What follows belongs to an exercise in optimizing a design on an open flow for small area, a short achievable clock period and few clock cycles; a production flow would make more cautious choices. RTL that was checked went through simulation tests only; none was proved equivalent to the original. Only the layout flow was run in runs 2 and 3; the RTL was not checked for function there. Power and IR drop assume default switching activity.

==> flow/design.v (outline; a module is shown in full before it is edited, if it fits) <==
// module booth_enc4: 20 lines
// module mac_array_32x32: 10 lines
// module dot4_csa: 451 lines
// module post_process_array: 38 lines
// module qmul_csa: 302 lines
// module conv_engine_array: 208 lines
module conv_engine_array #(
    parameter int ROWS    = 4,
    parameter int COLS    = 4,
    parameter int SCALE_Q = 16
) (
    input  logic        clk,
    input  logic        rst_n,
    input  logic        start,
    input  logic [10:0] c_in,
    input  logic [10:0] c_out,
    input  logic [3:0]  kernel_size,
    output logic [12:0] patch_rd_addr,
    input  logic [COLS*8-1:0] patch_rd_data_wide,
    output logic [21:0] weight_rd_addr,
    input  logic [COLS*8-1:0] weight_rd_data_wide,
    output logic [8:0]  bias_rd_ch,
    input  logic signed [31:0] bias_rd_data,
    input  logic [15:0] scale,
    input  logic        skip_relu,
    output logic        out_valid,
    output logic [8:0]  out_ch_base,
    output logic [5:0]  out_count,
    output wire  [ROWS*8-1:0] out_data_flat,
    output wire  [ROWS*32-1:0] out_int32_flat,
    output logic        done
);
  // ...
==> flow/flow/run.sh <==
#!/bin/bash
# The standard layout (standard.sh: unchanged synthesis, floorplan, place,
# CTS, route) with these changes to how it is made:
#  - repair_timing is asked for extra setup slack, so that the achieved period
#    is pushed below the constraint;
#  - the port buffers that buffer_ports inserts are plain buffers (buf_1,
#    which repair may upsize) rather than the delay cells it picks by default;
#  - CTS inserts no dummy load cells and clusters up to 30 sinks per leaf buffer.
set -euo pipefail
bash standard.sh SETUP_SLACK_MARGIN=9.5 \
  "BUFFER_PORTS_ARGS=-buffer_cell sky130_fd_sc_hd__buf_1" \
  "CTS_ARGS=-sink_clustering_enable -repair_clock_nets -dont_use_dummy_load -sink_clustering_size 30 -sink_clustering_max_diameter 80" \
  finish > standard_flow.log 2>&1
==> flow/standard.sh <==
#!/bin/bash
# synth_recipe.tcl (not shown) runs the flow's synth.tcl, then flattens the netlist and writes it again
# the make line also repeats each setting of config.mk as NAME=value (left out here)
make -C /OpenROAD-flow-scripts/flow DESIGN_CONFIG=/design/flow/config.mk WORK_HOME=/design/flow/orfs CLKGATE_MAP_FILE= SYNTH_SCRIPT=/design/flow/synth_recipe.tcl "${@:-finish}"
==> flow/config.mk <==
export PLATFORM = sky130hd
export DESIGN_NAME = conv_engine_array
export DESIGN_NICKNAME = conv_engine_array
export VERILOG_FILES = /design/flow/design.v
export SDC_FILE = /design/flow/constraint.sdc
export NUM_CORES = 4
export LEC_CHECK = 0
export CAP_MARGIN = 20
export CORE_MARGIN = 2
export CORE_UTILIZATION = 35
export PLACE_DENSITY = 0.6
export SLEW_MARGIN = 20
==> flow/constraint.sdc <==
create_clock -name core_clock -period 13.5 [get_ports {clk}]
set_input_delay 2.7000 -clock core_clock [delete_from_list [all_inputs] [get_ports {clk}]]
set_output_delay 2.7000 -clock core_clock [all_outputs]
set_load 0.01 [all_outputs]
==> impl_results.md, run 1 <==
* Worst r2r src: d_w[18]
* Worst min path class: reg -> reg
* Largest family of logic cells by synthesized area: adder cells
* Post-CTS sizing at 98
* Tap cell count at 1176
* Syn Std Cell Area at 31600 µm²
* Post-CTS setup buffer count at 5
* Delay-heaviest family, CP: flip-flops
* Critical path, cell by cell: buf_1
* Root Buffer: clkbuf_16
* Area of the multi-input gates at 16500 µm²
* Clock Power at 1110 µW
* Met3 Use GR at 2.62%
* Status: finished clean
* Routed len/inst at 17.7 µm
* Worst Hold Slack at 0.304 ns
* Register area share after synthesis at 43.7%
* Dpl ws at 8.60 ns
* Fin cells at 4392
* Synth Register Bits at 588
* Die area at 92800 µm²
* Setup slack after layout at 9.56 ns
* Worst hold path depth at 0
* Overall Power at 7690 µW
* Wire length on met3 at 3.28 mm
* Ys Warns at 4
* Critical path startpoint: pos[8]
* Most frequent cells in the layout: buf_1 (346), inv_1 (299), dfxtp_1 (298)
* CTS Sinks at 588
* Clock share of power at 14.4%
* Area growth syn-to-layout at 13.1%
* Top layer in use: met5
* Min-delay src: d_last
* Placed cells at 4337
* Post-synthesis mux area share at 1.01%
* Die extent in y at 305 µm
Testbench counts, summed over its fixed seeds: cycles 14,425.
==> module conv_engine_array, before the edit <==
module conv_engine_array #(
    parameter int ROWS    = 4,
    parameter int COLS    = 4,
    parameter int SCALE_Q = 16
) (
    input  logic        clk,
    input  logic        rst_n,
    input  logic        start,
    input  logic [10:0] c_in,
    input  logic [10:0] c_out,
    input  logic [3:0]  kernel_size,
    output logic [12:0] patch_rd_addr,
    input  logic [COLS*8-1:0] patch_rd_data_wide,
    output logic [21:0] weight_rd_addr,
    input  logic [COLS*8-1:0] weight_rd_data_wide,
    output logic [8:0]  bias_rd_ch,
    input  logic signed [31:0] bias_rd_data,
    input  logic [15:0] scale,
    input  logic        skip_relu,
    output logic        out_valid,
    output logic [8:0]  out_ch_base,
    output logic [5:0]  out_count,
    output wire  [ROWS*8-1:0] out_data_flat,
    output wire  [ROWS*32-1:0] out_int32_flat,
    output logic        done
);
    logic [8:0]  cin_q;
    logic        k3_q;
    logic [8:0]  coutm1_q;       
    logic [15:0] scale_q;
    logic        skip_q;
    logic [10:0] lastq_q;        
    logic [1:0]  rlast_q;        
    wire  [13:0] nm1 = (k3_q ? ({cin_q, 3'b000} + {5'd0, cin_q}) : {5'd0, cin_q}) - 14'd1;
    always_ff @(posedge clk) begin
        cin_q    <= c_in[8:0];
        k3_q     <= (kernel_size == 4'd3);
        coutm1_q <= c_out[8:0] - 9'd1;
        scale_q  <= scale;
        skip_q   <= skip_relu;
        lastq_q  <= nm1[12:2];
        rlast_q  <= nm1[1:0];
    end
    logic        run;
    logic [10:0] pos;            
    logic [8:0]  och;            
    logic [21:0] waddr;
    logic [1:0]  gcnt;           
    logic        first_cyc;      
    wire f_last   = first_cyc ? (~k3_q & (cin_q <= 9'd4)) : (pos == lastq_q);
    wire f_lastch = (och == coutm1_q);
    wire f_go     = run & (~f_last | (&gcnt));    
    assign weight_rd_addr = waddr;
    assign patch_rd_addr  = {pos, 2'b00};
    always_ff @(posedge clk or negedge rst_n) begin
        if (!rst_n) begin
            run       <= 1'b0;
            first_cyc <= 1'b0;
        end else begin
            first_cyc <= start;
            if (start)
                run <= 1'b1;
            else if (f_go && f_last && f_lastch)
                run <= 1'b0;
        end
    end
    always_ff @(posedge clk) begin
        if (start) begin
            pos   <= 11'd0;
            och   <= 9'd0;
            waddr <= 22'd0;
            gcnt  <= 2'd0;
        end else if (f_go) begin
            if (f_last) begin
                pos   <= 11'd0;
                och   <= och + 9'd1;
                waddr <= waddr + {19'd0, {1'b0, rlast_q} + 3'd1};
                gcnt  <= 2'd0;
            end else begin
                pos   <= pos + 11'd1;
                waddr <= waddr + 22'd4;
                if (~&gcnt) gcnt <= gcnt + 2'd1;
            end
        end else if (~&gcnt) begin
            gcnt <= gcnt + 2'd1;
        end
    end
    logic        d_v, d_first, d_last, d_end;
    logic [31:0] d_w;
    logic [15:0] d_one, d_two, d_neg;    
    wire  [31:0] a_m;
    wire  [15:0] e_one, e_two, e_neg;
    genvar gj;
    generate
        for (gj = 0; gj < 4; gj++) begin : g_am
            assign a_m[gj*8 +: 8] = (f_go && (!f_last || gj <= rlast_q)) ?
                                    patch_rd_data_wide[gj*8 +: 8] : 8'd0;
        end
    endgenerate
    booth_enc4 u_enc (.a(a_m), .one(e_one), .two(e_two), .neg(e_neg));
    always_ff @(posedge clk or negedge rst_n) begin
        if (!rst_n) d_v <= 1'b0;
        else        d_v <= f_go;
    end
    always_ff @(posedge clk) begin
        d_first <= f_go & (pos == 11'd0);
        d_last  <= f_last;
        d_end   <= f_last & f_lastch;
        d_w     <= weight_rd_data_wide;
        d_one   <= e_one;
        d_two   <= e_two;
        d_neg   <= e_neg;
    end
    logic        s_v, s_first, s_last, s_end;
    logic [17:0] s_s, s_c;
    logic [31:0] bias_d, bias_q;
    wire  [17:0] dot_s, dot_c;
    mac_array_32x32 u_dot (.w(d_w), .one(d_one), .two(d_two), .neg(d_neg), .s(dot_s), .c(dot_c));
    assign bias_rd_ch = och;
    always_ff @(posedge clk or negedge rst_n) begin
        if (!rst_n) s_v <= 1'b0;
        else        s_v <= d_v;
    end
    always_ff @(posedge clk) begin
        s_first <= d_first;
        s_last  <= d_last;
        s_end   <= d_end;
        s_s     <= dot_s;
        s_c     <= dot_c;
        bias_d  <= bias_rd_data;
        bias_q  <= bias_d + {4'hf, ~lastq_q, 17'd0};
    end
    logic        a_v, a_end;
    logic [1:0]  alane, a_lane;
    logic signed [31:0] acc;
    always_ff @(posedge clk or negedge rst_n) begin
        if (!rst_n) a_v <= 1'b0;
        else        a_v <= s_v & s_last;
    end
    always_ff @(posedge clk) begin
        if (start)
            alane <= 2'd0;
        else if (s_v && s_last)
            alane <= alane + 2'd1;
        a_end  <= s_end;
        a_lane <= alane;
        acc <= (s_first ? bias_q : acc) + {14'd0, s_s & {18{s_v}}} + {14'd0, s_c & {18{s_v}}};
    end
    logic        r_end;
    logic [1:0]  r_lane;
    logic signed [31:0] r;
    logic [4:0]  qs;             
    always_ff @(posedge clk or negedge rst_n) begin
        if (!rst_n) qs <= 4'd0;
        else        qs <= {qs[3:0], a_v};
    end
    always_ff @(posedge clk) begin
        if (a_v) begin
            r_end  <= a_end;
            r_lane <= a_lane;
            r      <= (skip_q || !acc[31]) ? acc : ((acc >>> 3) - (acc >>> 5));
        end
    end
    wire signed [7:0] q;
    logic [3:0]  dig;            
    always_ff @(posedge clk)
        dig <= a_v   ? scale_q[3:0]   :
               qs[0] ? scale_q[7:4]   :
               qs[1] ? scale_q[11:8]  : scale_q[15:12];
    post_process_array u_q (.clk(clk), .qs(qs[3:0]), .dig(dig), .r(r), .scale(scale_q), .q(q));
    logic [7:0]  o8  [0:ROWS-1];
    logic [31:0] o32 [0:ROWS-1];
    logic [6:0]  tile;
    logic        q_end;
    logic [1:0]  q_lane;
    always_ff @(posedge clk or negedge rst_n) begin
        if (!rst_n) begin
            out_valid <= 1'b0;
            done      <= 1'b0;
        end else begin
            out_valid <= qs[4] & (q_end | (q_lane == 2'd3));
            done      <= qs[4] & q_end;
        end
    end
    always_ff @(posedge clk) begin
        if (start)
            tile <= 7'd0;
        else if (out_valid)
            tile <= tile + 7'd1;
        if (qs[3]) begin
            q_end  <= r_end;
            q_lane <= r_lane;
        end
        out_count <= q_end ? {3'd0, {1'b0, coutm1_q[1:0]} + 3'd1} : 6'd4;
        for (int l = 0; l < ROWS; l++) begin
            if (qs[3] && r_lane == l[1:0]) o32[l] <= r;
            if (qs[4] && q_lane == l[1:0]) o8[l]  <= q;
        end
    end
    assign out_ch_base = {tile, 2'b00};
    genvar gl;
    generate
        for (gl = 0; gl < ROWS; gl++) begin : g_out
            assign out_data_flat[gl*8 +: 8]   = o8[gl];
            assign out_int32_flat[gl*32 +: 32] = o32[gl];
        end
    endgenerate
endmodule
==> run 2: changes to the inputs <==
--- a/flow/design.v
+++ b/flow/design.v
@@ -855,4 +855,2 @@
     logic [8:0]  coutm1_q;       
-    logic [15:0] scale_q;
-    logic        skip_q;
     logic [10:0] lastq_q;        
@@ -864,4 +862,2 @@
         coutm1_q <= c_out[8:0] - 9'd1;
-        scale_q  <= scale;
-        skip_q   <= skip_relu;
         lastq_q  <= nm1[12:2];
@@ -873,3 +869,3 @@
     logic [21:0] waddr;
-    logic [1:0]  gcnt;           
+    logic [2:0]  gcnt;           
     logic        first_cyc;      
@@ -877,3 +873,4 @@
     wire f_lastch = (och == coutm1_q);
-    wire f_go     = run & (~f_last | (&gcnt));    
+    wire f_space  = (och[1:0] == 2'd0 && och != 9'd0) ? (gcnt == 3'd5) : (gcnt >= 3'd3);
+    wire f_go     = run & (~f_last | f_space);    
     assign weight_rd_addr = waddr;
@@ -897,3 +894,3 @@
             waddr <= 22'd0;
-            gcnt  <= 2'd0;
+            gcnt  <= 3'd0;
         end else if (f_go) begin
@@ -903,3 +900,3 @@
                 waddr <= waddr + {19'd0, {1'b0, rlast_q} + 3'd1};
-                gcnt  <= 2'd0;
+                gcnt  <= 3'd0;
             end else begin
@@ -907,6 +904,6 @@
                 waddr <= waddr + 22'd4;
-                if (~&gcnt) gcnt <= gcnt + 2'd1;
+                if (gcnt != 3'd5) gcnt <= gcnt + 3'd1;
             end
-        end else if (~&gcnt) begin
-            gcnt <= gcnt + 2'd1;
+        end else if (gcnt != 3'd5) begin
+            gcnt <= gcnt + 3'd1;
         end
@@ -986,3 +983,3 @@
             r_lane <= a_lane;
-            r      <= (skip_q || !acc[31]) ? acc : ((acc >>> 3) - (acc >>> 5));
+            r      <= (skip_relu || !acc[31]) ? acc : ((acc >>> 3) - (acc >>> 5));
         end
@@ -992,8 +989,8 @@
     always_ff @(posedge clk)
-        dig <= a_v   ? scale_q[3:0]   :
-               qs[0] ? scale_q[7:4]   :
-               qs[1] ? scale_q[11:8]  : scale_q[15:12];
-    post_process_array u_q (.clk(clk), .qs(qs[3:0]), .dig(dig), .r(r), .scale(scale_q), .q(q));
+        dig <= a_v   ? scale[3:0]   :
+               qs[0] ? scale[7:4]   :
+               qs[1] ? scale[11:8]  : scale[15:12];
+    post_process_array u_q (.clk(clk), .qs(qs[3:0]), .dig(dig), .r(r), .scale(scale), .q(q));
     logic [7:0]  o8  [0:ROWS-1];
-    logic [31:0] o32 [0:ROWS-1];
+    logic [31:0] o32 [0:ROWS-2];     
     logic [6:0]  tile;
@@ -1021,5 +1018,6 @@
         for (int l = 0; l < ROWS; l++) begin
-            if (qs[3] && r_lane == l[1:0]) o32[l] <= r;
-            if (qs[4] && q_lane == l[1:0]) o8[l]  <= q;
+            if (l < ROWS-1 && qs[3] && r_lane == l[1:0]) o32[l] <= r;
+            if (l < ROWS-1 && qs[4] && q_lane == l[1:0]) o8[l]  <= q;
         end
+        o8[ROWS-1] <= q;         
     end
@@ -1030,3 +1028,7 @@
             assign out_data_flat[gl*8 +: 8]   = o8[gl];
-            assign out_int32_flat[gl*32 +: 32] = o32[gl];
+            if (gl < ROWS-1) begin : g_o32
+                assign out_int32_flat[gl*32 +: 32] = o32[gl];
+            end else begin : g_r
+                assign out_int32_flat[gl*32 +: 32] = r;
+            end
         end
==> run 2 against run 1 <==
Utilization up 0.89 points. Worst setup slack worse by 1.1 ns. Register-to-register slack worse by 0.11 ns. Critical endpoint is now o8[0][7]. Largest cell class unchanged. Highest routed layer unchanged.
==> impl_results.md, run 2 <==
* CP Capture Type: register
* Biggest register: o32
* Most numerous cell in the Yosys netlist: dfxtp_1
* Worst-margin pin slew at 1.02 ns
* Buf/Inv on CP at 2
* Crit path depth at 12
* # DRC at 0
* Vias in the first global route at 21222
* Die W at 300 µm
* Worst R2R Path Depth at 16
* Clock share of power at 13.3% (-1.1 points)
* RSZ-0062 raised after global routing: true
* Power share of the combinational group at 58.6%
* Initial core utilization at 35.3%
* Net Sw Frac at 41.8%
* Worst hold path depth at 0 (unchanged)
* # setup viols final at 0
* Vias/cell at 4.83
* Cell taking the most area after synthesis: dfxtp_1
* Seq pwr share at 28.0%
* Drt first pass iters at 5
* Drt total wl at 78.3 mm
* Crit Path Class: in -> reg
* Register area share after synthesis at 40.6% (-3.1 points)
* Iter 0 DRT Violations at 1092
* TNS Setup at 0 ns
* Final slew viol count at 0
* Most frequent cells in the layout: buf_1 (339), inv_1 (299), dfxtp_1 (294)
* Setup slack after layout at 8.46 ns (-1.11 ns)
* CTS Sinks at 540 (-8.2%)
* Pin count of the biggest net entering global routing at 55
* Max FFs per register at 96
* Fin. Hold Viols at 0
* Fmax at 198 MHz
* Asr flop ratio synth at 2.22%
* Fin cells at 4438 (+1.0%)
* Most common flop cell mapped by yosys: dfxtp_1
* Area growth syn-to-layout at 15.3%
* I/O Buffers at 351
* Delay-heaviest family, CP: simple AND/OR/NAND/NOR gates
* VDD IR-drop max at 0.000131 V
* Synth Register Bits at 540 (-8.2%)
* Htree depth at 2
* Commonest non-fill, non-tap cell in the layout: buf_1
* Number of max-cap violations at 0
* Global route overflow at 0
* Status: finished clean
* Share of the synthesized area in the top cell type at 24.0%
* Slowest CP cell: or4b_1
* Internal power at 4480 µW
* Final Skew at 0.0708 ns
* GRT Overall Usage at 17.0%
* Critical path data required time at 13.79 ns
* Distinct cells, synth at 96
* Overall Power at 7700 µW (about the same)
* Dpl ws at 7.07 ns (-1.53 ns)
* Pwr Density at 217 nW/µm²
* Critical path, cell by cell: buf_6 -> nor4_4 -> nand4_1 -> and2_4 -> a21oi_2 -> nand3_1 -> or4b_1 -> or4_4 -> nor4_4 -> buf_4 -> a2111o_1 -> a21oi_2
* Cells after Synth at 2944
* Final ANT Viol Nets at 0
* CTS clk-pin slew, worst paths at 0.10 ns
* Worst-path maximum fanout at 4
* Synth top area cells: dfxtp_1 (24%), edfxtp_1 (16%), fa_1 (15%)
* Die extent in y at 300 µm (-1.5%)
* Ys Warns at 4 (unchanged)
* Pleak at 0.0141 µW
* Root Buffer: clkbuf_16
* Post-DP HPWL at 59.5 mm
* Slowest stage delay, CP at 0.47 ns
* Cts hold-fix bufs at 0
* Max transition margin at 32.3%
* Initial antenna violation count at 6
* Layout cells sized above 1 at 10.9%
* Post-route minimum period at 5.04 ns
* CP Launch Type: input port
* First-pass GRT wire length at 120 mm
* Rows at 108
* CTS tree: built
* CORE AREA at 86900 µm²
* Ports at 363
* Routed len/inst at 17.6 µm (-0.32%)
* Critical path arrival at 5.33 ns
* Period utilisation layout at 37.4%
* DR vias at 21456
* Clk Latency, worst-skew pair at 0.60 ns
* EDFF count, synth at 160
* Post-synth top cells: dfxtp_1 (368), inv_1 (307), fa_1 (234)
* Worst min path class: reg -> reg
* CTS Buf Count at 37
* Sw Pwr at 3220 µW
* Syn Area/Cell at 10.4 µm²
* Placed cells at 4330 (-0.16%)
* Die area at 90100 µm² (-2.9%)
* Maximum root-to-sink buffer count at 3
* Nets at 3790
* Gp weighted congestion at 0.920
* Syn Std Cell Area at 30700 µm² (-2.9%)
run 2: cell types whose count changed after synthesis, sizes merged, moves of 7 or more:
cell    before  now
a21o        27   38
a21oi       93  112
and2        88  102
dfxtp      376  368
edfxtp     200  160
nand3       56   32
nor3        27   34
o211ai      11    4
o21ai      101  115
or3         10   23
xor2       142  130
run 2: worst reg2reg max path: cells and delay by family, from the launching register on:
kind,cells,cell delay (ns)
compound gates,8,1.86
fa+ha+maj,2,0.74
buf+inv,3,0.44
flops,1,0.38
mux,1,0.30
simple gates,2,0.15
run 2: per-layer routing:
metal  part of all wire [%]  GRT usage [%]  wire, µm  vias up
li1                       -              -         -    10430
met1                     43           21.6     33600    10467
met2                     50           30.1     39200      447
met3                    3.9           2.14      3050      110
met4                    3.2           5.19      2470        2
met5                  0.020              0        16        -
run 2: power by group through the flow:
stage          clock, µW  sequential, µW  combinational [µW]
6_report            1030            2160                4510
4_1_cts             1070            2160                4370
5_1_grt             1120            2190                5200
2_1_floorplan          0            2100                3380
3_5_place_dp           0            2190                4250
3_3_place_gp           0            2190                4180
run 2: path summary, 6_finish.rpt:
path                       slack (ns)   endpoint      start
setup / recovery                 8.46   o8[0][7]  scale[13]
hold / removal                   0.32      a_end      s_end
setup reg to reg                 9.52    acc[28]    s_first
hold reg to reg                  0.32      a_end      s_end
max in group asynchronous       10.61        a_v      rst_n
min in group asynchronous        2.24  out_valid      rst_n
run 2: cells by family after synthesis:
logic type                 synth area share, %
muxes                                    0.974
other                                   0.0122
DFF                                       40.6
adders and majority gates                 20.6
AOI/OAI and AO/OA                         11.1
xor gates and xnor gates                  8.65
and+or+nand+nor                           12.3
buffers and inverters                     5.67
run 2: timing repair:
action | in CTS | in global routing
gates resized for setup | 84 | 154
hold endpoints to repair | 0 | 0
pin swaps | 11 | 71
setup endpoints to repair | 105 | 72
cloned | 2 | 1
buffers inserted | 41 | 24
run 2: stage by stage:
stage,cell area [µm²],utilization [%],hold slack (ns)
final,35400,40.7,0.322
after global routing,35400,40.7,0.330
after CTS,34700,39.9,0.323
after detailed placement,33100,38.2,0.313
after global placement,33100,38.2,0.310
after floorplan,30900,-,0.310
run 2: final cells by class:
type                            instances  area (µm²)
Antenna cell                            3        7.51
Clock buffer                           37         926
Fill cell                            8552       51500
Inverter                              309        1160
Multi-Input combinational cell       1959       17100
Sequential cell                       540       12700
Tap cell                             1155        1450
Timing Repair Buffer                  435        2150
==> module post_process_array, before the edit <==
module post_process_array (
    input  wire               clk,
    input  wire        [3:0]  qs,
    input  wire        [3:0]  dig,
    input  wire signed [31:0] r,
    input  wire        [15:0] scale,
    output wire signed [7:0]  q
);
    logic [23:0] us, uc;
    logic        ui;
    wire [23:0] us_in = qs[0] ? 24'h800000 : us;
    wire [23:0] uc_in = qs[0] ? 24'h000000 : uc;
    wire        ui_in = ~qs[0] & ui;
    wire [27:0] ps, pc;
    qmul_csa u_csa (.r(r[23:0]), .d(dig), .us(us_in), .uc(uc_in), .ui(ui_in), .s(ps), .c(pc));
    wire [4:0] lo = {1'b0, ps[3:0]} + {1'b0, pc[3:0]};
    wire big_pos = ~r[31] & (|r[30:23]);
    wire big_neg =  r[31] & ~(&r[30:23]);
    logic bp, bn;
    always_ff @(posedge clk) begin
        us <= ps[27:4];
        uc <= pc[27:4];
        ui <= lo[4];
        if (qs[3]) begin
            bp <= big_pos;
            bn <= big_neg;
        end
    end
    wire [23:0] u = us + uc + {23'd0, ui};
    wire signed [23:0] m = {~u[23], u[22:0]};      
    wire big     = bp | bn;
    wire snz     = |scale;
    wire hi = ~m[23] & (|m[22:7]);
    wire lo_ = m[23] & ~(&m[22:7]);
    assign q = (snz & bp) | (~big & hi)  ? 8'sd127  :
               (snz & bn) | (~big & lo_) ? -8'sd128 :
               big ? 8'sd0 : m[7:0];
endmodule
==> run 3: changes to the inputs <==
--- a/flow/design.v
+++ b/flow/design.v
@@ -489,3 +489,3 @@
     input  wire signed [31:0] r,
-    input  wire        [15:0] scale,
+    input  wire               snz,       
     output wire signed [7:0]  q
@@ -502,3 +502,3 @@
     wire big_neg =  r[31] & ~(&r[30:23]);
-    logic bp, bn;
+    logic bp, bn, bz;                
     always_ff @(posedge clk) begin
@@ -508,4 +508,5 @@
         if (qs[3]) begin
-            bp <= big_pos;
-            bn <= big_neg;
+            bp <= big_pos & snz;
+            bn <= big_neg & snz;
+            bz <= (big_pos | big_neg) & ~snz;
         end
@@ -514,8 +515,7 @@
     wire signed [23:0] m = {~u[23], u[22:0]};      
-    wire big     = bp | bn;
-    wire snz     = |scale;
+    wire big     = bp | bn | bz;
     wire hi = ~m[23] & (|m[22:7]);
     wire lo_ = m[23] & ~(&m[22:7]);
-    assign q = (snz & bp) | (~big & hi)  ? 8'sd127  :
-               (snz & bn) | (~big & lo_) ? -8'sd128 :
+    assign q = bp | (~big & hi)  ? 8'sd127  :
+               bn | (~big & lo_) ? -8'sd128 :
                big ? 8'sd0 : m[7:0];
@@ -992,3 +992,3 @@
                qs[1] ? scale[11:8]  : scale[15:12];
-    post_process_array u_q (.clk(clk), .qs(qs[3:0]), .dig(dig), .r(r), .scale(scale), .q(q));
+    post_process_array u_q (.clk(clk), .qs(qs[3:0]), .dig(dig), .r(r), .snz(|scale), .q(q));
     logic [7:0]  o8  [0:ROWS-1];
==> run 3 against run 2 <==
Highest routed layer unchanged. Critical path type is now reg -> out. Routed wire length fell by 1.6%. Critical endpoint is now out_int32_flat[118]. Fmax grew 25%. Sequential share of layout area is 0.64 points higher.
==> impl_results.md, run 3 <==
* Iter 0 DRT Violations at 1070 (-2.0%)
* Slowest CP cell: edfxtp_1
* Most frequent cells in the layout: buf_1 (337), inv_1 (294), dfxtp_1 (291)
* Ys Warns at 4 (unchanged)
* Cells after Synth at 2949 (+0.17%)
* Initial antenna violation count at 5 (-1)
* Post-synth top cells: dfxtp_1 (368), inv_1 (297), nand2_1 (237)
* Post-DP HPWL at 58.7 mm (-1.3%)
* Htree depth at 2 (unchanged)
* Die extent in y at 300 µm (-0.17%)
* CTS Buf Count at 39 (+5.4%)
* Die W at 300 µm (-0.17%)
* Pwr Density at 214 nW/µm² (-1.5%)
* Nets at 3771 (-0.50%)
* Die area at 89800 µm² (-0.35%)
* Worst-margin pin slew at 1.01 ns (-0.00488 ns)
* Final ANT Viol Nets at 0 (unchanged)
* Fill cells at 8592 (+0.47%)
* Fin. Hold Viols at 0 (unchanged)
* Final Skew at 0.0875 ns (+0.0167 ns)
* Most numerous cell in the Yosys netlist: dfxtp_1
* Register area share after synthesis at 40.9% (+0.24 points)
* Delay-heaviest family, CP: flip-flops
* Pleak at 0.0139 µW (-1.4%)
* Layout cells sized above 1 at 7.94% (-2.9 points)
* Biggest register: o32
* Buf/Inv on CP at 1 (-1)
* Vias/cell at 4.84 (+0.15%)
* Number of max-cap violations at 0 (unchanged)
* I/O Buffers at 351 (unchanged)
* Reg area at 12600 µm² (about the same)
* First-pass GRT wire length at 119 mm (-0.58%)
* CTS clk-pin slew, worst paths at 0.07 ns (-0.03 ns)
* CP Capture Type: output port
* Ports at 363 (unchanged)
* Distinct cells, synth at 81 (-16%)
* Slowest stage delay, CP at 0.54 ns (+0.07 ns)
* Global route overflow at 0 (unchanged)
* Gp weighted congestion at 0.885 (-3.9%)
* Max transition margin at 32.6% (+0.33 points)
* Share of the synthesized area in the top cell type at 24.1% (+0.085 points)
* Root Buffer: clkbuf_16
* CTS Sinks at 541 (+0.19%)
* Worst r2r src: u_q.us[0]
* Maximum root-to-sink buffer count at 3 (unchanged)
* Syn Std Cell Area at 30600 µm² (-0.35%)
* Most common flop cell mapped by yosys: dfxtp_1
* R2R setup slack at 9.52 ns (about the same)
* DR vias at 21402 (-0.25%)
* Area growth syn-to-layout at 13.7%
* Final slew viol count at 0 (unchanged)
* Fmax at 248 MHz (+25%)
* TNS Setup at 0 ns (unchanged)
* RSZ-0062 raised after global routing: true
* GRT Overall Usage at 16.9% (-0.12 points)
* Worst-path maximum fanout at 4 (unchanged)
* Crit Path Class: reg -> out
* VDD IR-drop max at 0.000134 V (+2.0%)
* Critical path arrival at 1.33 ns (-4.00 ns)
* Commonest non-fill, non-tap cell in the layout: buf_1
* Worst min path class: reg -> reg
* Cell taking the most area after synthesis: dfxtp_1
* Critical path, cell by cell: buf_6
* Min-delay src: bias_d[15]
* Period utilisation layout at 29.8% (-7.5 points)
* CP Launch Type: register
* Critical path startpoint: r[22]
* Critical path data required time at 10.80 ns (-2.99 ns)
* EDFF count, synth at 161 (+0.63%)
* Placed cells at 4339 (+0.21%)
* Post-route minimum period at 4.03 ns (-1.02 ns)
* Max FFs per register at 96 (unchanged)
* Syn Area/Cell at 10.4 µm² (-0.52%)
* # DRC at 0 (unchanged)
* Initial core utilization at 35.3% (-0.070 points)
* CORE AREA at 86800 µm² (-0.16%)
* Drt total wl at 77.1 mm (-1.6%)
* Area of the multi-input gates at 16700 µm² (-2.2%)
* Pin count of the biggest net entering global routing at 69 (+25%)
* Vias in the first global route at 21031 (-0.90%)
* Clk Latency, worst-skew pair at 0.60 ns (about the same)
* Cts hold-fix bufs at 0 (unchanged)
* Asr flop ratio synth at 2.22% (-0.0041 points)
* Synth Register Bits at 541 (+0.19%)
* CTS tree: built
* Status: finished clean
* Rows at 108 (unchanged)
* Synth top area cells: dfxtp_1 (24%), edfxtp_1 (16%), fa_1 (15%)
* Fin cells at 4420 (-0.41%)
* Routed len/inst at 17.4 µm (-1.2%)
* # setup viols final at 0 (unchanged)
* Drt first pass iters at 5 (unchanged)
## run 3: cell types whose count changed after synthesis, moves of 5 or more
cell	before	now
o21ai_0	104	129
nor2_1	161	156
nand2_1	205	237
a21oi_1	107	113
nand2b_1	21	10
or3_1	23	15
and3_1	15	21
buf_2	8	2
inv_1	307	297
xor2_1	130	138
nor2b_1	63	70
and2_1	101	93
## run 3: power by group
group	internal, µW	switching [µW]	total (µW)
Combinational	1810	2420	4230
Clock	511	541	1050
Sequential	1980	188	2160
## run 3: kinds of logic (layout without fill, tap and decap cells)
family	Yosys count	after routing	share of synthesized area, %
AOI/OAI and AO/OA	520	520	11.1
buffers and inverters	436	742	5.46
other	1	11	0.0123
muxes	28	28	0.941
DFF	541	541	40.9
and+or+nand+nor	750	750	12.1
adders and majority gates	366	366	20.7
xor gates and xnor gates	307	307	8.79
## run 3: layout make-up
| class | instances | share of cell area (%) |
|---|---|---|
| flip-flops and latches | 541 | 36.4 |
| inverters | 301 | 3.26 |
| diodes | 4 | 0.0288 |
| multi-input cells | 1978 | 48.0 |
| well taps | 1155 | 4.16 |
| clock buffers | 39 | 2.81 |
| repair buffers | 402 | 5.39 |
## run 3: stage by stage
| step | total power [µW] | worst slack [ns] | util [%] | cell area, µm² | hold WS, ns |
|---|---|---|---|---|---|
| 4_1_cts | 7480 | 9.42 | 39.6 | 34400 | 0.311 |
| 2_1_floorplan | 5340 | 9.52 | - | 30700 | 0.310 |
| 3_3_place_gp | 6250 | 9.14 | 38.0 | 33000 | 0.313 |
| 3_5_place_dp | 6360 | 9.08 | 38.0 | 33000 | 0.312 |
| 6_report | 7450 | 9.47 | 40.1 | 34800 | 0.298 |
| 5_1_grt | 8240 | 9.38 | 40.1 | 34800 | 0.319 |
## run 3: worst paths after layout
kind,cells past startpoint,end
worst min register to register,0,bias_q[15]
min in group asynchronous,1,qs[2]
worst max register to register,12,o8[1][2]
worst max-delay path,1,out_int32_flat[118]
max in group asynchronous,1,a_v
worst min-delay path,0,bias_q[15]
## run 3: what timing repair did
action | in CTS | in global routing
setup endpoints to repair | 72 | 72
pin swaps | 2 | 22
gates cloned | 1 | 1
gates resized for setup | 86 | 99
buffers inserted | 29 | 7
## run 3: per-layer routing
metal / vias up / global-route usage [%] / wire [µm]
met5: - / 0 / 11
met4: 2 / 5.17 / 2020
met3: 97 / 2.20 / 3400
met2: 512 / 29.9 / 38500
met1: 10381 / 21.4 / 33100
li1: 10410 / - / -
==> run 4: changes to the inputs <==
--- a/flow/design.v
+++ b/flow/design.v
@@ -513,3 +513,4 @@
     end
-    wire [23:0] u = us + uc + {23'd0, ui};
+    wire [24:0] u2 = {us, ui} + {uc, ui};
+    wire [23:0] u  = u2[24:1];
     wire signed [23:0] m = {~u[23], u[22:0]};      
--- a/flow/config.mk
+++ b/flow/config.mk
@@ -9,3 +9,3 @@
 export CORE_MARGIN = 2
-export CORE_UTILIZATION = 35
+export CORE_UTILIZATION = 42
 export PLACE_DENSITY = 0.6
==> run 4 against run 3 <==
Die area shrank 17%. Register-to-register slack gained 0.05 ns. Clock power shrank 13%. Utilization grew 8.4 points. Critical endpoint is now out_int32_flat[96]. Highest routed layer unchanged.
==> impl_results.md, run 4 <==
* Nets at 3773 (+0.053%)
* Distinct cells, synth at 83 (+2.5%)
* Max transition margin at 25.8% (-6.9 points)
* Htree depth at 1 (-1)
* CP Launch Type: register
* Biggest register: o32
* R2R setup slack at 9.57 ns (+0.05 ns)
* Ports at 363 (unchanged)
* Pin count of the biggest net entering global routing at 63 (-8.7%)
* Syn Std Cell Area at 30600 µm² (-0.11%)
* Fmax at 247 MHz (-0.63%)
* Worst R2R Path Depth at 9 (-3)
* Fin cells at 4214 (-4.7%)
* Placed cells at 4098 (-5.6%)
* Critical path, cell by cell: buf_1
* Synth Register Bits at 541 (unchanged)
* Gp weighted congestion at 0.900 (+1.7%)
* Pwr Density at 215 nW/µm² (+0.32%)
* Period utilisation layout at 30.0% (+0.19 points)
* Most common flop cell mapped by yosys: dfxtp_1
* Max FFs per register at 96 (unchanged)
* R2R Path End: s_c[9]
* Met1 WL at 33.8 mm (+2.0%)
* Asr flop ratio synth at 2.22% (unchanged)
* Synth top area cells: dfxtp_1 (24%), edfxtp_1 (16%), fa_1 (15%)
* CTS clk-pin slew, worst paths at 0.11 ns (+0.04 ns)
* I/O Buffers at 351 (unchanged)
* Initial core utilization at 42.6% (+7.3 points)
* Root Buffer: clkbuf_16
* Rows at 98 (-9.3%)
* Final ANT Viol Nets at 0 (unchanged)
* Worst-margin pin slew at 1.11 ns (+0.101 ns)
* Layout cells sized above 1 at 10.8% (+2.9 points)
* Cts hold-fix bufs at 0 (unchanged)
* Drt total wl at 77.9 mm (+1.1%)
* Crit Path Class: reg -> out
* Metal2 WL at 37.5 mm (-2.6%)
* First-pass GRT wire length at 117 mm (-1.4%)
* Slowest CP cell: edfxtp_1
* Cells after Synth at 2914 (-1.2%)
* Most numerous cell in the Yosys netlist: dfxtp_1
* Die extent in y at 274 µm (-8.6%)
* Wire length on met3 at 4.40 mm (+29%)
* Global route overflow at 0 (unchanged)
* Commonest non-fill, non-tap cell in the layout: buf_1
* RSZ-0062 raised after global routing: true
* Cell taking the most area after synthesis: dfxtp_1
* Register area share after synthesis at 40.9% (+0.045 points)
* Most frequent cells in the layout: buf_1 (319), inv_1 (297), dfxtp_1 (281)
* Worst-path maximum fanout at 2 (-2)
* Share of the synthesized area in the top cell type at 24.1% (+0.027 points)
* Ys Warns at 4 (unchanged)
* Buf/Inv on CP at 1 (unchanged)
* VDD IR-drop max at 0.000138 V (+3.3%)
* Syn Area/Cell at 10.5 µm² (+1.1%)
* Fin. Hold Viols at 0 (unchanged)
* Iter 0 DRT Violations at 1489 (+39%)
* Slowest stage delay, CP at 0.52 ns (-0.02 ns)
* Pleak at 0.0142 µW (+2.1%)
* Number of max-cap violations at 0 (unchanged)
* Util after Layout at 48.5% (+8.4 points)
* Routed len/inst at 18.5 µm (+6.1%)
* GRT Overall Usage at 20.2% (+3.3 points)
* Final Skew at 0.103 ns (+0.0153 ns)
* Crit path depth at 1 (unchanged)
* Status: finished clean
* CTS Sinks at 541 (unchanged)
* # setup viols final at 0 (unchanged)
* Top layer in use: met5
* Worst min path class: reg -> reg
* CP Capture Type: output port
* Clk Latency, worst-skew pair at 0.65 ns (+0.05 ns)
* Vias/cell at 5.04 (+4.1%)
* Die W at 274 µm (-8.6%)
* Fill cells at 6728 (-22%)
* EDFF count, synth at 161 (unchanged)
* Die area at 74900 µm² (-17%)
* CP Capture Point: out_int32_flat[96]
* Area growth syn-to-layout at 13.7% (about the same)
* Delay-heaviest family, CP: flip-flops
* Maximum root-to-sink buffer count at 3 (unchanged)
* Final slew viol count at 0 (unchanged)
* Critical path arrival at 1.35 ns (+0.02 ns)
* Placed cell areas at 32700 µm² (-0.90%)
* Initial antenna violation count at 5 (unchanged)
* CTS Buf Count at 31 (-21%)
* Worst r2r src: d_two[7]
* Post-route minimum period at 4.05 ns (+0.0254 ns)
* Vias in the first global route at 20547 (-2.3%)
* Post-synth top cells: dfxtp_1 (368), inv_1 (306), fa_1 (233)
* DR vias at 21248 (-0.72%)
* Design area at 34800 µm² (about the same)
* Post-DP HPWL at 58.7 mm (about the same)
* Critical path startpoint: r[0]
* CORE AREA at 71700 µm² (-17%)
* CTS tree: built
* TNS Setup at 0 ns (unchanged)
* Critical path data required time at 10.80 ns (about the same)
* # DRC at 0 (unchanged)
* Drt first pass iters at 5 (unchanged)
## run 4: cell families after synthesis
family | count (synthesis) | synth area share (%)
multiplexers | 40 | 1.34
other | 1 | 0.0123
flip-flops | 541 | 40.9
AND/OR/NAND/NOR | 718 | 11.7
AO/OA/AOI/OAI | 488 | 10.6
adder cells (fa/ha/maj) | 366 | 20.7
XOR/XNOR | 317 | 9.09
buffers and inverters | 443 | 5.61
## run 4: worst min path at each step
stage,start,to,cells past startpoint
final,bias_d[1],bias_q[1],0
after global routing,s_end,a_end,0
after CTS,bias_d[2],bias_q[2],0
after detailed placement,bias_d[1],bias_q[1],0
after global placement,d_end,s_end,0
after floorplan,s_end,a_end,0
## run 4: metrics by stage
step	total power [µW]	hold WS, ns	setup WS (ns)
after detailed placement	6450	0.312	9.05
after global placement	6410	0.312	9.03
after global routing	8220	0.335	9.40
after CTS	7440	0.331	9.40
final	7470	0.331	9.45
after floorplan	5390	0.310	9.52
## run 4: cell type report
cell class	instances	area [µm²]	share of cell area (%)
multi-input cells	1936	16700	48.0
flip-flops and latches	541	12700	36.6
repair buffers	446	2230	6.41
well taps	950	1190	3.42
inverters	309	1160	3.35
clock buffers	31	776	2.23
diodes	1	2.50	0.00720
## run 4: per-layer routing
metal	vias to the layer above	track usage, %
met2	536	34.4
met4	4	5.55
li1	10334	-
met5	-	0
met3	97	3.65
met1	10277	26.2
## run 4: repair_timing
action	in CTS	in global routing
endpoints found under the setup margin	85	69
hold endpoints to repair	0	0
gates cloned	1	1
pin swaps	13	52
gates resized for setup	140	108
setup buffers	45	37
## run 4: where the power goes
| part | internal [µW] | leakage, µW | switching [µW] |
|---|---|---|---|
| logic | 1940 | 0.00917 | 2450 |
| registers | 1980 | 0.00470 | 189 |
| clock network | 404 | 0.000382 | 511 |
| total | 4320 | 0.0142 | 3150 |
Testbench counts of run 4, summed over its fixed seeds: cycles 14,476.
==> run 5: changes to the inputs <==
--- a/flow/config.mk
+++ b/flow/config.mk
@@ -9,3 +9,3 @@
 export CORE_MARGIN = 2
-export CORE_UTILIZATION = 42
+export CORE_UTILIZATION = 30
 export PLACE_DENSITY = 0.6
==> run 5 against run 4 <==
Still clean. Worst setup slack hardly changed. Sequential power about the same. Total power grew 0.95%. First-iteration DRC count down 26%. Register-to-register slack is essentially flat. Sequential share of layout area is 0.56 points lower. Fmax hardly changed. Routed wire length is 4.1% higher. Cell area rose by 1.4%. Die area increased by 39%. Final cell count is 9.6% higher. Clock power up 16%. Critical path type unchanged.
==> impl_results.md, run 5 <==
* Crit Path Class: reg -> out
* GRT Overall Usage at 15.4% (-4.8 points)
* Placed cell areas at 33200 µm² (+1.7%)
* Vias in the first global route at 21278 (+3.6%)
* Max transition margin at 25.3% (-0.43 points)
* Worst-path maximum fanout at 2 (unchanged)
* Status: finished clean
* Cells after Synth at 2914 (unchanged)
* Layout cells sized above 1 at 9.77% (-1.1 points)
* Htree depth at 2 (+1)
* Clk Latency, worst-skew pair at 0.62 ns (-0.03 ns)
* Number of max-cap violations at 0 (unchanged)
* CTS clk-pin slew, worst paths at 0.09 ns (-0.02 ns)
* Critical path data required time at 10.80 ns (about the same)
* Critical path, cell by cell: clkbuf_2
* Period utilisation layout at 30.0% (about the same)
* Cell taking the most area after synthesis: dfxtp_1
* Placed cells at 4521 (+10%)
* Register area share after synthesis at 40.9% (unchanged)
* I/O Buffers at 351 (unchanged)
* Fin. Hold Viols at 0 (unchanged)
* Initial core utilization at 30.1% (-12 points)
* Final Skew at 0.0963 ns (-0.00657 ns)
* Util after Layout at 34.7% (-14 points)
* Distinct cells, synth at 83 (unchanged)
* First-pass GRT wire length at 123 mm (+5.1%)
* Initial antenna violation count at 15 (+10)
* Die area at 104000 µm² (+39%)
* Nets at 3755 (-0.48%)
* Slowest CP cell: edfxtp_1
* Drt first pass iters at 5 (unchanged)
* Dpl ws at 8.99 ns (-0.0559 ns)
* CTS tree: built
* Most numerous cell in the Yosys netlist: dfxtp_1
* Root Buffer: clkbuf_16
* CTS Buf Count at 39 (+26%)
* Global route overflow at 0 (unchanged)
* Most common flop cell mapped by yosys: dfxtp_1
* Die W at 323 µm (+18%)
* Synth Register Bits at 541 (unchanged)
* Critical path arrival at 1.35 ns (about the same)
* Synth top area cells: dfxtp_1 (24%), edfxtp_1 (16%), fa_1 (15%)
* Worst-margin pin slew at 1.12 ns (+0.00647 ns)
* Area growth syn-to-layout at 15.3%
* CTS Sinks at 541 (unchanged)
* EDFF count, synth at 161 (unchanged)
* Post-synth top cells: dfxtp_1 (368), inv_1 (306), fa_1 (233)
* RSZ-0062 raised after global routing: true
* CP Capture Type: output port
* Drt total wl at 81.1 mm (+4.1%)
* Share of the synthesized area in the top cell type at 24.1% (unchanged)
* TNS Setup at 0 ns (unchanged)
* Fin cells at 4617 (+9.6%)
* Worst min path class: reg -> reg
* Final slew viol count at 0 (unchanged)
* Die extent in y at 323 µm (+18%)
* CP Launch Type: register
* Maximum root-to-sink buffer count at 3 (unchanged)
* Post-DP HPWL at 61.4 mm (+4.6%)
* Most frequent cells in the layout: buf_1 (318), inv_1 (299), dfxtp_1 (283)
* Design area at 35200 µm² (+1.4%)
* Max FFs per register at 96 (unchanged)
* Iter 0 DRT Violations at 1108 (-26%)
* Ys Warns at 4 (unchanged)
* Asr flop ratio synth at 2.22% (unchanged)
* Ports at 363 (unchanged)
* Pwr Density at 214 nW/µm² (-0.39%)
* Vias/cell at 4.60 (-8.7%)
* DR vias at 21251 (+0.014%)
* Slowest stage delay, CP at 0.54 ns (+0.02 ns)
* # setup viols final at 0 (unchanged)
* Pin count of the biggest net entering global routing at 63 (unchanged)
* Pleak at 0.0142 µW (about the same)
* CORE AREA at 101000 µm² (+41%)
* Delay-heaviest family, CP: flip-flops
* Fmax at 247 MHz (about the same)
* Setup slack after layout at 9.45 ns (-0.000420 ns)
* Commonest non-fill, non-tap cell in the layout: buf_1
* Gp weighted congestion at 0.903 (+0.36%)
* VDD IR-drop max at 0.000116 V (-16%)
* Rows at 117 (+19%)
* Syn Std Cell Area at 30600 µm² (unchanged)
* Routed len/inst at 17.6 µm (-5.0%)
* # DRC at 0 (unchanged)
* Final ANT Viol Nets at 0 (unchanged)
* Syn Area/Cell at 10.5 µm² (unchanged)
* Biggest register: o32
* Buf/Inv on CP at 1 (unchanged)
* Post-route minimum period at 4.05 ns (+0.000420 ns)
-- run 5: final timing paths --
kind / start / endpoint / slack, ns / cells after the start
max: r[0] / out_int32_flat[96] / 9.45 / 1
min: bias_d[13] / bias_q[13] / 0.30 / 0
max reg2reg: d_w[9] / s_c[9] / 9.58 / 9
min reg2reg: bias_d[13] / bias_q[13] / 0.30 / 0
max in group asynchronous: rst_n / a_v / 11.01 / 2
min in group asynchronous: rst_n / done / 2.04 / 1
-- run 5: per-layer routing --
layer	up-vias	GRT usage, %	routed length (µm)
li1	10292	-	-
met1	10324	18.7	33800
met2	501	27.6	40800
met3	124	2.58	3990
met4	10	4.95	2500
met5	-	0	70
-- run 5: logic make-up (layout without fill, tap and decap cells) --
| kind of cell | Yosys count | in the layout | synth area share (%) |
|---|---|---|---|
| flops | 541 | 541 | 40.9 |
| buf+inv | 443 | 768 | 5.61 |
| compound gates | 488 | 488 | 10.6 |
| fa+ha+maj | 366 | 366 | 20.7 |
| simple gates | 718 | 718 | 11.7 |
| xor+xnor | 317 | 317 | 9.09 |
| other cells | 1 | 11 | 0.0123 |
| mux | 40 | 40 | 1.34 |
-- run 5: cell type report --
cell class	instances	area, µm²
inverter	309	1160
antenna	4	10.0
fill	10329	66200
clock buffer	39	976
multi-input combinational	1936	16600
tap	1368	1710
sequential	541	12700
timing repair buffer	420	2060
-- run 5: worst reg2reg max path: stages, from the launching register on --
cell and delay, ns:
dfxtp_2 0.38, a22oi_1 0.23, xor2_1 0.25, fa_1 0.51, fa_1 0.54, fa_1 0.46
fa_2 0.54, fa_1 0.40, inv_1 0.08, fa_1 0.40
-- run 5: report_power, final --
group,internal (µW),total [µW],switching [µW]
combinational,1900,4310,2400
clock,510,1060,553
sequential,1980,2170,187
-- run 5: what timing repair did --
item,CTS,global route
hold buffers,0,0
buffers inserted,41,9
gates cloned,2,0
setup endpoints to repair,85,69
pin swaps,5,28
gates resized for setup,129,101
-- run 5: stage by stage --
step | total power, µW | hold slack (ns)
3_3_place_gp | 6290 | 0.311
5_1_grt | 8340 | 0.313
4_1_cts | 7580 | 0.306
3_5_place_dp | 6400 | 0.312
2_1_floorplan | 5390 | 0.310
6_report | 7540 | 0.300
==> run 6: changes to the inputs <==
--- a/flow/config.mk
+++ b/flow/config.mk
@@ -9,3 +9,3 @@
 export CORE_MARGIN = 2
-export CORE_UTILIZATION = 30
+export CORE_UTILIZATION = 35
 export PLACE_DENSITY = 0.6
==> run 6 against run 5 <==
Total power down 0.78%. First-iteration DRC count shrank 7.6%. Still clean. Cell area down 1.6%. Largest cell class unchanged.
==> impl_results.md, run 6 <==
* Post-DP HPWL at 59.4 mm (-3.3%)
* Synth top area cells: dfxtp_1 (24%), edfxtp_1 (16%), fa_1 (15%)
* Placed cell areas at 32900 µm² (-0.87%)
* Buf/Inv on CP at 1 (unchanged)
* Power share of the combinational group at 57.3% (+0.2 points)
* Root Buffer: clkbuf_16
* Vias in the first global route at 21095 (-0.86%)
* Final Skew at 0.0792 ns (-0.0171 ns)
* Final slew viol count at 0 (unchanged)
* CP Capture Type: output port
* Pleak at 0.0141 µW (-1.3%)
* Net Sw Frac at 41.5% (-0.16 points)
* CORE AREA at 86600 µm² (-15%)
* First-pass GRT wire length at 119 mm (-3.7%)
* Slowest CP cell: edfxtp_1
* Synth Register Bits at 541 (unchanged)
* Met3 Use GR at 2.43% (-0.15 points)
* CTS tree: built
* EDFF count, synth at 161 (unchanged)
* Biggest register: o32
* Most frequent cells in the layout: buf_1 (337), inv_1 (305), dfxtp_1 (290)
* Syn Area/Cell at 10.5 µm² (unchanged)
* Worst min path class: reg -> reg
* Cells after Synth at 2914 (unchanged)
* CP Launch Type: register
* Critical path, cell by cell: clkbuf_2
* Min-Delay Endpoint: bias_q[12]
* Asr flop ratio synth at 2.22% (unchanged)
* Global route overflow at 0 (unchanged)
* Delay-heaviest family, CP: flip-flops
* Worst-path maximum fanout at 2 (unchanged)
* Htree depth at 2 (unchanged)
* Syn Std Cell Area at 30600 µm² (unchanged)
* Final ANT Viol Nets at 0 (unchanged)
* Internal power at 4370 µW (-0.52%)
* Rows at 108 (-7.7%)
* GRT Overall Usage at 16.9% (+1.5 points)
* Max FFs per register at 96 (unchanged)
* Worst-margin pin slew at 1.08 ns (-0.0352 ns)
* Critical path data required time at 10.80 ns (about the same)
* Ports at 363 (unchanged)
* CTS clk-pin slew, worst paths at 0.08 ns (about the same)
* Worst hold path depth at 0 (unchanged)
* Register area share after synthesis at 40.9% (unchanged)
* Routed len/inst at 17.6 µm (+0.29%)
* Maximum root-to-sink buffer count at 3 (unchanged)
* Number of max-cap violations at 0 (unchanged)
* CTS Buf Count at 37 (-5.1%)
* Initial core utilization at 35.3% (+5.2 points)
* Status: finished clean
* I/O Buffers at 351 (unchanged)
* # setup viols final at 0 (unchanged)
* Layout cells sized above 1 at 8.36% (-1.4 points)
* Pwr Density at 216 nW/µm² (+0.82%)
* Initial antenna violation count at 5 (-10)
* Cell taking the most area after synthesis: dfxtp_1
* Die area at 89700 µm² (-14%)
* Worst r2r src: d_one[1]
* Die W at 299 µm (-7.3%)
* Gp weighted congestion at 0.880 (-2.6%)
* Crit Path Class: reg -> out
* TNS Setup at 0 ns (unchanged)
* Worst R2R Path Depth at 12 (+3)
* Drt total wl at 77.3 mm (-4.7%)
* Gr busiest metal: met2
* Vias/cell at 4.77 (+3.5%)
* Design area at 34700 µm² (-1.6%)
* VDD IR-drop max at 0.000117 V (+0.69%)
* Most common flop cell mapped by yosys: dfxtp_1
* Min-delay src: bias_d[12]
* Fmax at 250 MHz (+1.3%)
* Drt first pass iters at 7 (+2)
* Die extent in y at 299 µm (-7.3%)
* Clock share of power at 13.7% (-0.4 points)
* Clk Latency, worst-skew pair at 0.60 ns (-0.02 ns)
* R2R setup slack at 9.55 ns (-0.03 ns)
* Share of the synthesized area in the top cell type at 24.1% (unchanged)
* # DRC at 0 (unchanged)
* RSZ-0062 raised after global routing: true
* Slowest stage delay, CP at 0.53 ns (about the same)
* Area growth syn-to-layout at 13.5%
* Met1 Track Usage GR at 20.5% (+1.9 points)
* Sw Pwr at 3100 µW (-1.2%)
* Post-route minimum period at 4.00 ns (-0.0516 ns)
* Max transition margin at 27.8% (+2.4 points)
* Distinct cells, synth at 83 (unchanged)
* CTS Sinks at 541 (unchanged)
* Iter 0 DRT Violations at 1024 (-7.6%)
* Commonest non-fill, non-tap cell in the layout: buf_1
* DR vias at 20901 (-1.6%)
* Critical path arrival at 1.30 ns (-0.05 ns)
* Period utilisation layout at 29.6% (-0.38 points)
* Fin. Hold Viols at 0 (unchanged)
* Seq pwr share at 29.0% (+0.2 points)
* R2R Path End: s_c[9]
* Most numerous cell in the Yosys netlist: dfxtp_1
* Post-synth top cells: dfxtp_1 (368), inv_1 (306), fa_1 (233)
* Met2 usage at 30.9% (+3.4 points)
* Nets at 3739 (-0.43%)
* Pin count of the biggest net entering global routing at 63 (unchanged)
* Ys Warns at 4 (unchanged)
## run 6: logic make-up (layout without fill, tap and decap cells)
family,after synthesis,in the layout,share of synthesized area (%)
other cells,1,9,0.0123
xor+xnor,317,317,9.09
buf+inv,443,752,5.61
compound gates,488,488,10.6
simple gates,718,718,11.7
mux,40,40,1.34
flops,541,541,40.9
fa+ha+maj,366,366,20.7
## run 6: cell type report
class                      instances  area [µm²]
fill                            8534       52000
sequential                       541       12700
timing repair buffer             406        1860
clock buffer                      37         926
inverter                         309        1160
multi-input combinational       1936       16600
antenna                            2        5.00
tap                             1155        1450
## run 6: through the flow
stage	hold slack [ns]	power, µW	std cells	util (%)	worst slack (ns)
2_1_floorplan	0.310	5390	2920	-	9.52
3_3_place_gp	0.311	6310	4305	38.0	8.99
3_5_place_dp	0.312	6390	4305	38.0	8.97
4_1_cts	0.319	7510	4375	39.6	9.45
5_1_grt	0.330	8260	4385	40.0	9.45
6_report	0.316	7480	4386	40.0	9.50
## run 6: power groups by stage
stage / Combinational, µW / Sequential (µW) / Clock, µW
after floorplan: 3290 / 2100 / 0
after global placement: 4100 / 2210 / 0
after CTS: 4260 / 2170 / 1070
after global routing: 4940 / 2200 / 1120
after detailed placement: 4190 / 2210 / 0
final: 4290 / 2170 / 1020
## run 6: routing by layer
| metal | part of all wire (%) | vias up |
|---|---|---|
| met5 | 0.031 | - |
| met4 | 2.8 | 4 |
| met3 | 4.1 | 99 |
| met2 | 51 | 424 |
| met1 | 42 | 10101 |
| li1 | - | 10273 |
## run 6: how the worst max path moves through the flow
| stage | from | to | slack (ns) | cells after the start |
|---|---|---|---|---|
| finish | r[2] | out_int32_flat[98] | 9.50 | 1 |
| global route | r[4] | out_int32_flat[100] | 9.45 | 1 |
| CTS | r[4] | out_int32_flat[100] | 9.45 | 1 |
| detailed placement | s_first | acc[23] | 8.97 | 15 |
| global placement | s_first | acc[31] | 8.99 | 15 |
| floorplan | s_first | acc[23] | 9.52 | 15 |
## run 6: timing repair
action                     4_1_cts  5_1_grt
buffers inserted                31        9
cloned                           2        0
setup endpoints to repair       66       52
hold buffers                     0        0
gates resized for setup         97       78
hold endpoints to repair         0        0
pin swaps                        4       13
==> run 7: changes to the inputs <==
--- a/flow/flow/run.sh
+++ b/flow/flow/run.sh
@@ -9,3 +9,3 @@
 set -euo pipefail
-bash standard.sh SETUP_SLACK_MARGIN=9.5 \
+bash standard.sh SETUP_SLACK_MARGIN=9.6 \
   "BUFFER_PORTS_ARGS=-buffer_cell sky130_fd_sc_hd__buf_1" \
==> run 7 against run 6 <==
Synthesized cell count unchanged. Clock power about the same. Total power up 1.7%. Non-clock buffer count up 43. Fmax down 1.0%. Sequential power about the same. Largest cell class unchanged. Clock skew down 0.0095 ns. Via count up 1.4%. Sequential cell count unchanged.
==> impl_results.md, run 7 <==
* Period utilisation layout at 29.9% (+0.30 points)
* GRT Overall Usage at 17.5% (+0.60 points)
* Die W at 299 µm (unchanged)
* Biggest register: o32
* CORE AREA at 86600 µm² (unchanged)
* Iter 0 DRT Violations at 1010 (-1.4%)
* Most common flop cell mapped by yosys: dfxtp_1
* Synth top area cells: dfxtp_1 (24%), edfxtp_1 (16%), fa_1 (15%)
* Pin count of the biggest net entering global routing at 63 (unchanged)
* Register area share after synthesis at 40.9% (unchanged)
* Critical path arrival at 4.48 ns (+3.18 ns)
* Syn Std Cell Area at 30600 µm² (unchanged)
* Clk Latency, worst-skew pair at 0.59 ns (about the same)
* Vias in the first global route at 21087 (-0.038%)
* Pleak at 0.0145 µW (+3.3%)
* Share of the synthesized area in the top cell type at 24.1% (unchanged)
* Maximum root-to-sink buffer count at 3 (unchanged)
* Pwr Density at 215 nW/µm² (-0.38%)
* CP Capture Type: register
* Root Buffer: clkbuf_16
* Max transition margin at 29.3% (+1.5 points)
* Fin. Hold Viols at 0 (unchanged)
* Initial core utilization at 35.3% (unchanged)
* CTS clk-pin slew, worst paths at 0.09 ns (about the same)
* VDD IR-drop max at 0.000131 V (+12%)
* First-pass GRT wire length at 122 mm (+2.7%)
* Layout cells sized above 1 at 12.7% (+4.3 points)
* Placed cells at 4308 (+0.070%)
* Global route overflow at 0 (unchanged)
* DR vias at 21201 (+1.4%)
* Drt first pass iters at 5 (-2)
* Asr flop ratio synth at 2.22% (unchanged)
* Distinct cells, synth at 83 (unchanged)
* Htree depth at 2 (unchanged)
* Most frequent cells in the layout: inv_1 (292), buf_1 (292), dfxtp_1 (268)
* Max FFs per register at 96 (unchanged)
* CTS tree: built
* Cells after Synth at 2914 (unchanged)
* Die area at 89700 µm² (unchanged)
* Routed len/inst at 18.3 µm (+3.6%)
* Initial antenna violation count at 9 (+4)
* Delay-heaviest family, CP: adder cells
* Vias/cell at 4.79 (+0.45%)
* TNS Setup at 0 ns (unchanged)
* Ys Warns at 4 (unchanged)
* Post-route minimum period at 4.04 ns (+0.0411 ns)
* Rows at 108 (unchanged)
* Cts hold-fix bufs at 0 (unchanged)
* Critical path data required time at 13.94 ns (+3.14 ns)
* Slowest CP cell: fa_1
* Buf/Inv on CP at 5 (+4)
* Final ANT Viol Nets at 0 (unchanged)
* RSZ-0062 raised after global routing: true
* Ports at 363 (unchanged)
* CTS Buf Count at 38 (+2.7%)
* Cell taking the most area after synthesis: dfxtp_1
* Status: finished clean
* Post-synth top cells: dfxtp_1 (368), inv_1 (306), fa_1 (233)
* # DRC at 0 (unchanged)
* Critical path, cell by cell: buf_6 -> a22oi_2 -> xnor2_2 -> fa_1 -> inv_2 -> fa_1 -> inv_2 -> fa_2 -> inv_2 -> fa_2 -> fa_1 -> inv_1 -> fa_1
* Worst hold path depth at 0 (unchanged)
* Worst min path class: reg -> reg
* Fmax at 247 MHz (-1.0%)
* CP dominant cell by count: fa_1
* Crit Path Class: reg -> reg
* Number of max-cap violations at 0 (unchanged)
* Worst-margin pin slew at 1.06 ns (-0.0266 ns)
* Util after Layout at 40.8% (+0.82 points)
* Nets at 3783 (+1.2%)
* Synth Register Bits at 541 (unchanged)
* Final slew viol count at 0 (unchanged)
* Most numerous cell in the Yosys netlist: dfxtp_1
* Fin cells at 4429 (+0.98%)
* EDFF count, synth at 161 (unchanged)
* Die extent in y at 299 µm (unchanged)
* CP Launch Type: register
* Drt total wl at 80.8 mm (+4.6%)
* Gp weighted congestion at 0.887 (+0.86%)
* I/O Buffers at 351 (unchanged)
* Post-DP HPWL at 59.8 mm (+0.75%)
* Crit path depth at 13 (+12)
* # setup viols final at 0 (unchanged)
* Overall Power at 7600 µW (+1.7%)
* Syn Area/Cell at 10.5 µm² (unchanged)
* Final Skew at 0.0697 ns (-0.00946 ns)
* CTS Sinks at 541 (unchanged)
* Worst R2R Path Depth at 13 (+1)
* Area growth syn-to-layout at 15.8%
* Worst-path maximum fanout at 5 (+3)
* Slowest stage delay, CP at 0.57 ns (+0.04 ns)
## run 7: final cells by class
type / instances / area, µm²
fillers: 8509 / 51200
multi-input cells: 1936 / 16700
flip-flops and latches: 541 / 12700
repair buffers: 449 / 2380
well taps: 1155 / 1450
inverters: 309 / 1160
clock buffers: 38 / 951
diodes: 1 / 2.50
## run 7: path summary, 6_finish.rpt
kind / startpoint / end / slack, ns
max: d_one[1] / s_c[9] / 9.46
min: bias_d[11] / bias_q[11] / 0.30
max reg2reg: d_one[1] / s_c[9] / 9.46
min reg2reg: bias_d[11] / bias_q[11] / 0.30
max in group asynchronous: rst_n / s_v / 10.54
min in group asynchronous: rst_n / first_cyc / 2.23
## run 7: repair_timing
item,CTS,global route
resized for setup,249,83
pin swaps,39,30
gates cloned,2,0
endpoints found under the setup margin,110,89
endpoints found under the hold margin,0,0
buffers inserted,53,27
## run 7: report_power, final
| part | switching [µW] | leakage, µW | internal, µW |
|---|---|---|---|
| Clock | 549 | 0.000468 | 499 |
| Sequential | 181 | 0.00470 | 1980 |
| Combinational | 2440 | 0.00934 | 1960 |
| Total | 3170 | 0.0145 | 4430 |
## run 7: routing by layer
metal | track usage [%] | wire length [µm]
met1 | 22.5 | 34600
met2 | 30.9 | 40600
met3 | 2.76 | 3890
met4 | 4.04 | 1770
met5 | 0 | 50
## run 7: logic make-up after synthesis
group	after synthesis	synth area share (%)
adder cells (fa/ha/maj)	366	20.7
buffers and inverters	443	5.61
flip-flops	541	40.9
AO/OA/AOI/OAI	488	10.6
AND/OR/NAND/NOR	718	11.7
XOR/XNOR	317	9.09
other	1	0.0123
multiplexers	40	1.34
## run 7: through the flow
stage	instance area [µm²]	worst slack [ns]	hold slack, ns
finish	35400	9.46	0.301
global route	35400	9.36	0.307
CTS	35000	9.48	0.303
detailed placement	33000	9.04	0.312
global placement	33000	9.10	0.313
floorplan	30700	9.60	0.310
## run 7: worst reg2reg max path, stage by stage (launching register included)
cell,delay [ns]
dfxtp_4,0.38
buf_6,0.12
a22oi_2,0.21
xnor2_2,0.11
fa_1,0.57
inv_2,0.05
fa_1,0.51
inv_2,0.05
fa_2,0.54
inv_2,0.04
fa_2,0.38
fa_1,0.48
inv_1,0.05
fa_1,0.43

==> separate check: timing with driven ports <==
In the flow no input, the clock included, has a driving cell. The finished layouts below were timed again as built, in two steps. Step 1 sets driving cells, clkbuf_16 on the clock port and buf_2 on the other inputs (assumed; they add their load-dependent delay and slew). Step 2 adds t to the input delays and takes it off the output delays; t is the mean of the earliest and latest rising clock arrival at the registers after step 1. Input paths then give back, and output paths get back, about the clock's delay inside the block. Slacks: no drivers / after step 1 / after step 2; pairs: no drivers / after step 1.
run | shift t [ns] | setup slack, ns | clock arrival spread, ns
run 1 | 0.640 | 9.564 / 9.502 / 9.395 | 0.118 / 0.117
run 2 | 0.627 | 8.456 / 8.488 / 7.860 | 0.072 / 0.073
run 3 | 0.628 | 9.474 / 9.406 / 9.129 | 0.095 / 0.094
run 4 | 0.672 | 9.448 / 9.383 / 9.364 | 0.110 / 0.110
run 5 | 0.644 | 9.448 / 9.385 / 9.397 | 0.110 / 0.110
run 6 | 0.623 | 9.500 / 9.437 / 9.361 | 0.083 / 0.083
run 7 | 0.627 | 9.459 / 9.459 / 9.447 | 0.076 / 0.075
After both steps setup and hold are still met in every run listed. The setup slack of run 2, which loses most, moves by +0.032 ns with the drivers and by -0.596 ns with both steps.
